This is an optimization exercise on Yosys and OpenROAD, whose aim is a short achievable clock period and few clock cycles, not a production implementation.
Function was checked by simulation only, so behaviour that the tests miss may differ from the original.
No activity file was given, so power comes from the tool's default toggle rates.

==> design.v <==
module FetchNext(input  logic [31:0] Instr,
                 input  logic [31:0] pc8, pc12,      
                 input  logic [31:0] npc, npc4,      
                 input  logic        bhit,           
                 input  logic [31:0] btgt, btgt4,    
                 input  logic        rst, redirect, stall,
                 input  logic [31:0] rtgt, rtgt4,    
                 input  logic [31:0] pc_cur,         
                 output logic [31:0] pc_next, npc_next,
                 output logic        pf);
	function automatic logic [7:0] add8(input logic [7:0] a, input logic [7:0] b);
		logic [7:0] p, g, gg, pp, g2, p2;
		p = a ^ b;
		g = a & b;
		gg = g;
		pp = p;
		for (int d = 1; d < 8; d = d * 2) begin
			for (int i = 0; i < 8; i++) begin
				if (i >= d) begin
					g2[i] = gg[i] | (pp[i] & gg[i-d]);
					p2[i] = pp[i] & pp[i-d];
				end else begin
					g2[i] = gg[i];
					p2[i] = pp[i];
				end
			end
			gg = g2;
			pp = p2;
		end
		add8[0] = p[0];
		for (int i = 1; i < 8; i++) add8[i] = p[i] ^ gg[i-1];
	endfunction
	logic isb, sgn;
	assign isb = Instr[27:26] == 2'b10;
	assign sgn = Instr[23];
	assign pf  = isb & (sgn | Instr[31:28] == 4'b1110);
	logic [7:0] l8, l12;
	assign l8   = add8(pc8[9:2], Instr[7:0]);
	assign l12  = add8(pc12[9:2], Instr[7:0]);
	logic [31:0] ptgt, ptgt4;
	assign ptgt  = {pc8[31:10], l8, 2'b00};
	assign ptgt4 = {pc12[31:10], l12, 2'b00};
	always_comb begin
		if (rst) begin
			pc_next  = 32'd0;
			npc_next = 32'd4;
		end else if (redirect) begin
			pc_next  = rtgt;
			npc_next = rtgt4;
		end else if (stall) begin
			pc_next  = pc_cur;
			npc_next = npc;
		end else if (pf) begin
			pc_next  = ptgt;
			npc_next = ptgt4;
		end else if (bhit) begin
			pc_next  = btgt;
			npc_next = btgt4;
		end else begin
			pc_next  = npc;
			npc_next = npc4;
		end
	end
endmodule
module ARM_Processor(input logic Clk, Reset,
                     input logic [31:0] Instr, ReadData,
                     output logic [31:0] PC, WriteData, ALUResult,
                     output logic MemWrite);
	function automatic logic cond_pass(input logic [3:0] c, input logic [3:0] f);
		logic n, z, cc, v;
		{n, z, cc, v} = f;
		case (c)
			4'b0000: cond_pass = z;
			4'b0001: cond_pass = ~z;
			4'b0010: cond_pass = cc;
			4'b0011: cond_pass = ~cc;
			4'b0100: cond_pass = n;
			4'b0101: cond_pass = ~n;
			4'b0110: cond_pass = v;
			4'b0111: cond_pass = ~v;
			4'b1000: cond_pass = ~z & cc;
			4'b1001: cond_pass = z | ~cc;
			4'b1010: cond_pass = ~(n ^ v);
			4'b1011: cond_pass = n ^ v;
			4'b1100: cond_pass = ~z & ~(n ^ v);
			4'b1101: cond_pass = z | (n ^ v);
			default: cond_pass = 1'b1;
		endcase
	endfunction
	localparam int NB = 2;    
	logic [31:0] PC_F, NPC_F;         
	logic        FV_F;                
	logic        FT_F;                
	logic [3:0]  FC_F;                
	logic [31:0] FPC_F, FPC4_F;       
	logic [31:0] IR, PC4_D, PC8_D, PC12_D;
	logic        V_D, FV_D, FT_D, PT_D;
	logic [3:0]  FC_D;
	logic [31:0] FPC_D, FPC4_D;
	logic        V_E;                 
	logic [3:0]  rd_E;
	logic        ld_E, wr_E, s_E, arith_E, sub_E, and_E, orr_E;
	logic [31:0] a_E, b_E;
	logic [31:0] alu_M, ldd_M;
	logic [3:0]  rd_M;
	logic        wr_M, ld_M;
	logic [3:0]  flags;
	logic [31:0] rf [0:14];
	logic        bv [0:NB-1];
	logic [29:0] btag [0:NB-1];       
	logic [3:0]  bcond [0:NB-1];
	logic [31:0] btgt [0:NB-1];
	logic [31:0] btgt4 [0:NB-1];
	logic        bptr;              
	logic        brv [0:NB-1];
	logic [3:0]  brn [0:NB-1];
	logic [7:0]  bimm [0:NB-1];
	logic        rec_E;
	logic [3:0]  rn_E;
	logic [7:0]  imm8_E;
	logic        bhit, bpt;
	logic [3:0]  bhit_cond;
	logic [31:0] bhit_tgt, bhit_tgt4;
	logic        wr_D;              
	logic        bpt_i [0:NB-1];
	always_comb begin
		for (int i = 0; i < NB; i++) begin
			logic [31:0] v;
			logic haz, z;
			v = (wr_M & rd_M == brn[i]) ? (ld_M ? ldd_M : alu_M) : rf[brn[i]];
			haz = (V_D & wr_D & rd_D == brn[i]) | (V_E & wr_E & rd_E == brn[i]);
			z = (v == {24'b0, bimm[i]});
			if (brv[i] & ~haz & bcond[i][3:1] == 3'b000)
				bpt_i[i] = bcond[i][0] ? ~z : z;
			else
				bpt_i[i] = 1'b1;
		end
	end
	always_comb begin
		bhit = 1'b0;
		bpt = 1'b0;
		bhit_cond = 4'b0;
		bhit_tgt = 32'b0;
		bhit_tgt4 = 32'b0;
		for (int i = 0; i < NB; i++)
			if (bv[i] && btag[i] == NPC_F[31:2]) begin
				bhit = 1'b1;
				bpt = bpt | bpt_i[i];
				bhit_cond = bhit_cond | bcond[i];
				bhit_tgt = bhit_tgt | btgt[i];
				bhit_tgt4 = bhit_tgt4 | btgt4[i];
			end
	end
	logic [31:0] fgo, fgo4, falt, falt4;
	assign fgo   = bpt ? bhit_tgt  : NPC_F + 32'd4;
	assign fgo4  = bpt ? bhit_tgt4 : NPC_F + 32'd8;
	assign falt  = bpt ? NPC_F + 32'd4 : bhit_tgt;
	assign falt4 = bpt ? NPC_F + 32'd8 : bhit_tgt4;
	logic [31:0] pc_next, npc_next;
	logic        pf;
	logic [31:0] rtgt, rtgt4;
	logic        redirect;
	FetchNext fetch_next(.Instr(Instr), .pc8(NPC_F + 32'd4), .pc12(NPC_F + 32'd8),
	                     .npc(NPC_F), .npc4(NPC_F + 32'd4),
	                     .bhit(bhit), .btgt(fgo), .btgt4(fgo4),
	                     .rst(Reset), .redirect(redirect), .stall(stall),
	                     .rtgt(rtgt), .rtgt4(rtgt4), .pc_cur(PC_F),
	                     .pc_next(pc_next), .npc_next(npc_next), .pf(pf));
	logic [3:0]  cond_D, rn_D, rd_D, rm_D, cmd_D;
	logic [1:0]  op_D;
	logic        i_D, s_D, l_D;
	assign cond_D = IR[31:28];
	assign op_D   = IR[27:26];
	assign i_D    = IR[25];
	assign cmd_D  = IR[24:21];
	assign s_D    = IR[20];
	assign l_D    = IR[20];
	assign rn_D   = IR[19:16];
	assign rd_D   = IR[15:12];
	assign rm_D   = IR[3:0];
	logic dp_D, mem_D, ld_D, st_D, b_D;
	assign dp_D  = (op_D == 2'b00);
	assign mem_D = (op_D == 2'b01);
	assign ld_D  = mem_D & l_D;
	assign st_D  = mem_D & ~l_D;
	assign b_D   = (op_D == 2'b10);
	assign wr_D  = (dp_D & cmd_D != 4'b1010) | ld_D;
	logic [31:0] alu_E;
	logic [3:0]  flags_E;    
	logic stall;
	assign stall = V_D & mem_D & V_E & ld_E & wr_E & (rn_D == rd_E);
	function automatic logic [31:0] fwd(input logic [3:0] r);
		if (V_E & wr_E & rd_E == r)
			fwd = ld_E ? ReadData : alu_E;
		else if (wr_M & rd_M == r)
			fwd = ld_M ? ldd_M : alu_M;
		else
			fwd = rf[r];
	endfunction
	function automatic logic [31:0] fwd_a(input logic [3:0] r);
		if (V_E & wr_E & rd_E == r)
			fwd_a = alu_E;
		else if (wr_M & rd_M == r)
			fwd_a = ld_M ? ldd_M : alu_M;
		else
			fwd_a = rf[r];
	endfunction
	logic [31:0] ra_D, rb_D, rs_D, base_D, addr_D;
	assign ra_D   = (rn_D == 4'd15) ? PC8_D : fwd(rn_D);
	assign rb_D   = i_D ? {24'b0, IR[7:0]} : ((rm_D == 4'd15) ? PC8_D : fwd(rm_D));
	assign rs_D   = (rd_D == 4'd15) ? PC8_D : fwd(rd_D);
	assign base_D = (rn_D == 4'd15) ? PC8_D : fwd_a(rn_D);
	assign addr_D = base_D + {20'b0, IR[11:0]};
	logic cx_D;
	assign cx_D = cond_pass(cond_D, flags_E);
	logic [31:0] off_D, tgt_D, tgt4_D;
	assign off_D  = {{6{IR[23]}}, IR[23:0], 2'b00};
	assign tgt_D  = PC8_D + off_D;
	assign tgt4_D = PC12_D + off_D;
	logic kill, taken, ekill, go_D;
	assign kill     = V_D & FV_D & (cond_pass(FC_D, flags_E) != FT_D);
	assign taken    = V_D & b_D & cx_D;
	logic [8:0] pl8_D, pl12_D;
	assign pl8_D  = {1'b0, PC8_D[9:2]} + {1'b0, IR[7:0]};
	assign pl12_D = {1'b0, PC12_D[9:2]} + {1'b0, IR[7:0]};
	logic PTOK_D;
	assign PTOK_D = (IR[23] ? (&IR[22:8]) : ~(|IR[22:8])) &
	                (pl8_D[8] == IR[23]) & (pl12_D[8] == IR[23]);
	logic bmiss;
	assign bmiss    = V_D & ((b_D & cx_D) ? ~(PT_D & PTOK_D) : PT_D);
	function automatic logic [31:0] fwd_m(input logic [3:0] r);
		if (wr_M & rd_M == r)
			fwd_m = ld_M ? ldd_M : alu_M;
		else
			fwd_m = rf[r];
	endfunction
	logic [31:0] za_D, zb_D;
	assign za_D = (rn_D == 4'd15) ? PC8_D : fwd_m(rn_D);
	assign zb_D = i_D ? {24'b0, IR[7:0]} : ((rm_D == 4'd15) ? PC8_D : fwd_m(rm_D));
	logic zld_D;
	assign zld_D = V_E & wr_E & ((rn_D == rd_E) | (~i_D & rm_D == rd_E));
	logic zres_D, z_after_D;
	always_comb begin
		case (cmd_D)
			4'b0000: zres_D = ~|(za_D & zb_D);
			4'b1100: zres_D = ~|(za_D | zb_D);
			4'b0100: zres_D = &((za_D ^ zb_D) ~^ {za_D[30:0] | zb_D[30:0], 1'b0});
			default: zres_D = (za_D == zb_D);
		endcase
	end
	assign z_after_D = (dp_D & s_D & cx_D) ? zres_D : flags_E[2];
	assign ekill    = V_D & ~kill & ~stall & FV_F & (FC_F[3:1] == 3'b000) &
	                  ~(dp_D & s_D & zld_D) &
	                  ((FC_F[0] ? ~z_after_D : z_after_D) != FT_F);
	assign redirect = kill | bmiss | ekill;
	assign go_D     = V_D & ~stall & ~kill;
	assign rtgt  = kill ? FPC_D : bmiss ? (cx_D ? tgt_D : PC4_D) : FPC_F;
	assign rtgt4 = kill ? FPC4_D : bmiss ? (cx_D ? tgt4_D : PC8_D) : FPC4_F;
	logic [29:0] bpc_D;
	assign bpc_D = PC4_D[31:2] - 30'd1;
	logic [32:0] sum_E;
	logic [31:0] bop_E;
	assign bop_E = sub_E ? ~b_E : b_E;
	assign sum_E = {1'b0, a_E} + {1'b0, bop_E} + {32'b0, sub_E};
	always_comb begin
		if (and_E)      alu_E = a_E & b_E;
		else if (orr_E) alu_E = a_E | b_E;
		else            alu_E = sum_E[31:0];
	end
	logic vflag_E, zflag_E;
	assign vflag_E = (a_E[31] & bop_E[31] & ~sum_E[31]) | (~a_E[31] & ~bop_E[31] & sum_E[31]);
	always_comb begin
		if (and_E)      zflag_E = ~|(a_E & b_E);
		else if (orr_E) zflag_E = ~|(a_E | b_E);
		else            zflag_E = &((a_E ^ bop_E) ~^ {a_E[30:0] | bop_E[30:0], sub_E});
	end
	always_comb begin
		flags_E = flags;
		if (V_E & s_E) begin
			flags_E[3] = alu_E[31];
			flags_E[2] = zflag_E;
			if (arith_E) begin
				flags_E[1] = sum_E[32];
				flags_E[0] = vflag_E;
			end
		end
	end
	always_ff @(posedge Clk) begin
		PC_F  <= pc_next;
		NPC_F <= npc_next;
		if (Reset | redirect)
			FV_F <= 1'b0;
		else if (!stall)
			FV_F <= bhit & ~pf;
		if (!stall) begin
			FT_F   <= bpt;
			FC_F   <= bhit_cond;
			FPC_F  <= falt;
			FPC4_F <= falt4;
		end
		if (Reset | redirect)
			V_D <= 1'b0;
		else if (!stall)
			V_D <= 1'b1;
		if (!stall) begin
			IR     <= Instr;
			PT_D   <= pf;
			PC4_D  <= NPC_F;
			PC8_D  <= NPC_F + 32'd4;
			PC12_D <= NPC_F + 32'd8;
			FV_D   <= FV_F;
			FT_D   <= FT_F;
			FC_D   <= FC_F;
			FPC_D  <= FPC_F;
			FPC4_D <= FPC4_F;
		end
		if (Reset) begin
			for (int i = 0; i < NB; i++) bv[i] <= 1'b0;
			bptr <= 1'b0;
		end else if (taken & ~kill) begin
			bv[bptr]    <= 1'b1;
			btag[bptr]  <= bpc_D;
			bcond[bptr] <= cond_D;
			btgt[bptr]  <= tgt_D;
			btgt4[bptr] <= tgt4_D;
			brv[bptr]   <= V_E & rec_E;
			brn[bptr]   <= rn_E;
			bimm[bptr]  <= imm8_E;
			bptr <= bptr + 1'b1;
		end
		rec_E   <= dp_D & s_D & i_D & (cmd_D == 4'b0010 | cmd_D == 4'b1010) &
		           cond_D == 4'b1110 & rn_D != 4'd15;
		rn_E    <= rn_D;
		imm8_E  <= IR[7:0];
		V_E     <= ~Reset & go_D & cx_D & (dp_D | ld_D);
		rd_E    <= rd_D;
		ld_E    <= ld_D;
		wr_E    <= (dp_D & cmd_D != 4'b1010) | ld_D;
		s_E     <= dp_D & s_D;
		arith_E <= cmd_D == 4'b0100 | cmd_D == 4'b0010 | cmd_D == 4'b1010;
		sub_E   <= cmd_D == 4'b0010 | cmd_D == 4'b1010;
		and_E   <= cmd_D == 4'b0000;
		orr_E   <= cmd_D == 4'b1100;
		a_E     <= ra_D;
		b_E     <= rb_D;
		ALUResult <= addr_D;
		WriteData <= rs_D;
		MemWrite <= ~Reset & go_D & st_D & cx_D;
		if (Reset) flags <= 4'b0;
		else       flags <= flags_E;
		alu_M <= alu_E;
		ldd_M <= ReadData;
		rd_M  <= rd_E;
		wr_M  <= ~Reset & V_E & wr_E;
		ld_M  <= ld_E;
		if (wr_M) rf[rd_M] <= ld_M ? ldd_M : alu_M;
	end
	assign PC = PC_F;
endmodule
==> flow/run.sh <==
#!/bin/bash
# The standard ORFS layout (standard.sh, with its unchanged synthesis), with
# timing repair aiming well below the 25 ns clock so that the achieved period
# shrinks, cell sizing not held to each cell's footprint, ports buffered with
# buf_8, and, before detailed placement, the flip-flops that drive output
# ports moved beside their port buffers (flow/pull_out_flops.tcl). The SDC,
# clock period and I/O delays are the standard flow's, unchanged.
set -euo pipefail
here=$(pwd)
bash standard.sh \
  SETUP_SLACK_MARGIN=19 \
  MATCH_CELL_FOOTPRINT=0 \
  "BUFFER_PORTS_ARGS=-buffer_cell sky130_fd_sc_hd__buf_8" \
  PRE_DETAIL_PLACE_TCL="$here/flow/pull_out_flops.tcl" \
  finish > flow_make.log 2>&1
==> flow/pull_out_flops.tcl <==
# Run before detailed placement: move each flip-flop that drives an output
# port's buffer onto that buffer, so the legaliser places it right beside it
# (the output paths are the slowest: clock-to-Q plus the wire to the pin).
set block [ord::get_db_block]
set moved 0
proc driver_of {net} {
  foreach it [$net getITerms] {
    if {[$it isOutputSignal]} { return $it }
  }
  return ""
}
foreach bt [$block getBTerms] {
  if {[$bt getIoType] ne "OUTPUT"} { continue }
  set net [$bt getNet]
  if {$net eq "NULL"} { continue }
  set drv [driver_of $net]
  if {$drv eq ""} { continue }
  set buf [$drv getInst]
  set in_net ""
  foreach it [$buf getITerms] {
    if {[$it isInputSignal] && [$it getNet] ne "NULL"} { set in_net [$it getNet] }
  }
  if {$in_net eq ""} { continue }
  set d2 [driver_of $in_net]
  if {$d2 eq ""} { continue }
  set ff [$d2 getInst]
  if {![string match "*df*" [[$ff getMaster] getName]]} { continue }
  set loc [$buf getLocation]
  $ff setLocation [lindex $loc 0] [lindex $loc 1]
  $ff setPlacementStatus PLACED
  incr moved
}
puts "pull_out_flops: moved $moved flip-flops next to their output buffers"
==> standard.sh <==
#!/bin/bash
# synth_recipe.tcl (not shown) runs the flow's synth.tcl, then flattens the netlist and writes it again
# the make line also repeats each setting of config.mk as NAME=value (left out here)
make -C /OpenROAD-flow-scripts/flow DESIGN_CONFIG=/design/flow/config.mk WORK_HOME=/design/flow/orfs CLKGATE_MAP_FILE= SYNTH_SCRIPT=/design/flow/synth_recipe.tcl "${@:-finish}"
==> config.mk <==
export PLATFORM = sky130hd
export DESIGN_NAME = ARM_Processor
export DESIGN_NICKNAME = ARM_Processor
export VERILOG_FILES = /design/flow/design.v
export SDC_FILE = /design/flow/constraint.sdc
export NUM_CORES = 4
export LEC_CHECK = 0
export ABC_CLOCK_PERIOD_IN_PS = 100
export CAP_MARGIN = 20
export CORE_MARGIN = 2
export CORE_UTILIZATION = 65
export CTS_CLUSTER_DIAMETER = 300
export CTS_CLUSTER_SIZE = 20
export SLEW_MARGIN = 20
export SYNTH_HIERARCHICAL = 1
==> constraint.sdc <==
create_clock -name core_clock -period 25.0 [get_ports {Clk}]
set_input_delay 5.0000 -clock core_clock [delete_from_list [all_inputs] [get_ports {Clk}]]
set_output_delay 5.0000 -clock core_clock [all_outputs]
set_load 0.01 [all_outputs]
==> parameters.txt <==
Parameter                              Value

Run status
  Run status  timing/DRC/antenna clean

STA
  Layout Skew    46.3 ps
  Final hold viol count    0
  Final period demand of the worst path    around 6200 ps
  FMAX    161 MHz
  Worst slew pin tran    roughly 1200 ps
  RSZ-0062 raised after global routing    true
  Worst rel slew slack    0.212
  Max-slew violation count    0
  Final number of setup-violating endpoints    0
  Aggregate negative setup slack    0 ps
  Final period utilization    0.248
  Final worst setup slack    18800 ps

Die
  Number of ports placed on the die boundary    163
  Total core area    ~0.11 sq mm
  Die Ht    344 um
  Cell row count    124
  Total die area    0.119 sq mm
  Initial Util    0.657
  X dimension of the die    344 um

Clock network
  Clock Path Buffers    3
  Clock tree from TritonCTS    done
  Clk Latency, worst-skew pair    between 700 and 800 ps
  Hold bufs inserted after CTS    0
  Clock-pin slew on the worst setup and hold paths    around 90 ps
  Num CTS Buffers    73
  Clock tree root driver cell    sky130_fd_sc_hd__clkbuf_16
  Num Clock Sinks    1266
  H-tree level count    3

Logic synthesis
  Avg Inst Size Synth    12.2 sq um
  Fraction of registers with async set/reset    0
  EDFF count, synth    957
  FF+latch count, synth    1266
  Share of synthesized cell area in and, or, nand and nor gates    0.0806
  Share of the synthesized area in compound gates (AO/OA/AOI/OAI)    0.108
  Total standard cell area after synthesis    0.0753 sq mm
  XOR/XNOR Fraction of Synth Area    0.0477
  Top_reg_cell synth    sky130_fd_sc_hd__edfxtp_1
  Number of warning messages in the yosys log    9
  Synth unique cells    90
  Fraction of the yosys area taken by sequential cells    0.464
  Net count after synthesis    6433
  Arithmetic-cell share of the synthesized area counting full adders, half adders and majority gates    0.0372
  Top cells by area, synth    sky130_fd_sc_hd__edfxtp_1, sky130_fd_sc_hd__mux4_2, sky130_fd_sc_hd__dfxtp_1
  Cell count after synthesis    6147
  Leading area contributor after synthesis    sky130_fd_sc_hd__edfxtp_1
  Fraction of synthesized cell area taken by the top area cell type    0.382
  Multiplexer share of the synthesized area    0.225
  Combinational family with the most area after synthesis    multiplexers

Final layout
  Share of final-layout standard cells stronger than drive strength 1    0.264
  Final Util    0.740
  Commonest non-fill, non-tap cell in the layout    sky130_fd_sc_hd__edfxtp_1
  Most frequent cells in the layout    sky130_fd_sc_hd__edfxtp_1, sky130_fd_sc_hd__mux4_2, sky130_fd_sc_hd__nand2_1, sky130_fd_sc_hd__o21ai_0, sky130_fd_sc_hd__mux2i_1
  Layout overhead on the synthesized area    12.6%
  Number of nets in the finished design    ~6600
  Non-Filler Cell Area, Final    0.0848 sq mm
  Fill cells    roughly 7300

Critical path
  Critical Path Sink Type    primary output
  Biggest fanout along the worst timing path    2
  Worst reg2reg startpoint    sub_E
  Largest delay share family, worst path    flip-flops
  Setup crit start    PC_F[29]
  Kind of start point of the critical path    flop
  Slowest cell on the critical path    sky130_fd_sc_hd__dfxtp_2
  Critical Path Max Stage Delay    around 370 ps
  Worst-path cell chain    buf_8
  Number of buffer and inverter stages on the critical path    1
  Worst Path Class, Setup    flop to primary output
  Arrival time at the worst endpoint    1200 ps
  Data required time of the worst path    roughly 20000 ps

Global routing
  First-pass GRT wire length    around 400000 um
  Initial antenna violation count    15
  Overflow left after global routing    0
  Total routing usage reported by global routing    0.471
  Largest net degree at the start of global routing    148
  Via count of the first global-routing pass    about 56000

Place
  Placement-stage worst setup slack    17430 ps
  Detailed placement HPWL    roughly 190000 um
  Number of port buffers    approximately 160
  Placer's final routability congestion estimate    1.05
  Placed instance area    0.0793 sq mm

Power
  IR drop worst, VDD    about 0.073 mV
  Reported leakage power    31.5 nW
  Pwr/cell area    62.2 mW/mm^2

Detailed routing
  # DRC    0
  Via count    60087
  Antenna-violating nets left    0
  First-pass iteration count of the detailed router    7
  Routed len/inst    37.2 um
  Drt total wl    291000 um
  Detailed router's first-iteration violation count    ~11000
  Via density    7.68

Job
  Max-cap violation count    0

Worst hold path
  Startpoint of the tightest hold check path    imm8_E[0]
  Type of the tightest min-delay check    flop to flop
cell families (layout without fill, tap and decap cells):
logic type | Yosys count | after routing
xor gates and xnor gates | 409 | 409
muxes | 1091 | 1091
and+or+nand+nor | 1271 | 1271
DFF | 1266 | 1266
adders and majority gates | 220 | 220
buffers and inverters | 702 | 857
AOI/OAI and AO/OA | 1188 | 1192
other | 0 | 6
layout make-up:
cell class | instances | area [sq um] | share of cell area
Multi-Input combinational cell | 4183 | 38700 | 0.456
Sequential cell | 1266 | 35100 | 0.414
Timing Repair Buffer | 462 | 5940 | 0.0701
Clock buffer | 105 | 1950 | 0.0230
Tap cell | 1512 | 1890 | 0.0223
Inverter | 282 | 1080 | 0.0128
Clock inverter | 8 | 136 | 0.00161
Antenna cell | 6 | 15.0 | 0.000177
Yosys stat by module, one instance, submodules excluded:
module         cells inside  times used
ARM_Processor          5619           1
FetchNext               528           1
flip-flops by register name, indices dropped and copies added (netlist names), 60 cells and up, named ones only:
name and cells:
btag 60, btgt 64, btgt4 60, rf 480
routing by layer:
| metal | up-vias | GRT usage | wire, um |
|---|---|---|---|
| met4 | 16 | 0.204 | 17600 |
| met5 | - | 0.00641 | 203 |
| met1 | 29077 | 0.642 | 99400 |
| li1 | 23820 | - | - |
| met2 | 6012 | 0.656 | 119000 |
| met3 | 1162 | 0.207 | 54400 |
worst reg2reg max path, delay by kind of cell (launching register included):
kind                     cells  cell delay (ps)
XOR/XNOR                     2              320
AND/OR/NAND/NOR              1              160
adder cells (fa/ha/maj)      1              260
flip-flops                   1              450
multiplexers                 2              790
AO/OA/AOI/OAI                8             2690
buffers and inverters        7             1340
cell usage after synthesis, drive strengths merged (15+ instances only):
cell type,instances
o211ai,47
clkbuf,292
dfxtp,309
mux2,340
edfxtp,957
nand4,85
nor2,309
and3,24
nor3,75
inv,282
a31oi,23
o21bai,19
a22o,80
a211o,76
mux4,448
a221oi,67
a21o,79
nand2,429
o21ai,329
nor2b,32
a21oi,280
xnor2,192
nor4,156
o22ai,17
buf,128
or4,17
or3,15
mux2i,303
ha,214
o21a,33
xor2,217
a211oi,36
nand2b,27
nand3,49
worst paths after layout:
path | slack (ps) | cells after the start | endpoint
setup / recovery | 18800 | 1 | PC[29]
hold / removal | 420 | 0 | bimm[0][0]
setup reg to reg | 18870 | 21 | PC_F[30]
hold reg to reg | 420 | 0 | bimm[0][0]
repair_timing:
action / CTS / global route
pin swaps: 12 / 51
gates cloned: 25 / 16
gates resized for setup: 227 / 124
setup endpoints to repair: 394 / 494
setup buffers: 67 / 78
through the flow:
stage | hold WS, ps | std cells | power, mW
3_5_place_dp | 411 | 7519 | 3.86
4_1_cts | 417 | 7724 | 5.14
6_report | 421 | 7824 | 5.27
3_3_place_gp | 406 | 7519 | 3.84
2_1_floorplan | 329 | 6147 | 3.33
5_1_grt | 434 | 7818 | 5.37
power by group:
part | internal [mW] | switching (mW)
sequential | 2.46 | 0.126
clock | 0.553 | 0.737
combinational | 0.525 | 0.870
total | 3.54 | 1.73
Testbench counts, summed over its fixed seeds: cycles 86,355.

static timing again, ports no longer ideal:
The flow's constraints put no driver on any port. The routed layout listed below was extracted and timed again, unchanged, in two steps. Step 1 assumes that a clkbuf_16 drives the clock port and a buf_2 every other input. Step 2 also shifts input and output timing later by t, the mid clock arrival at the registers, as if the neighbouring blocks saw the same clock. Three values: ideal ports, drivers, drivers and shift; two values: the first two.
t (ns): 0.792
setup WS [ns]: 18.804 / 18.723 / 18.049
latest minus earliest clock arrival (ns): 0.046 / 0.046
worst slew at a driven data input, ns: 0.11
pins driven straight from the clock port: 1
After both steps setup and hold are still met in this run. The setup slack of this run moves by -0.081 ns with the drivers and by -0.755 ns with both steps.
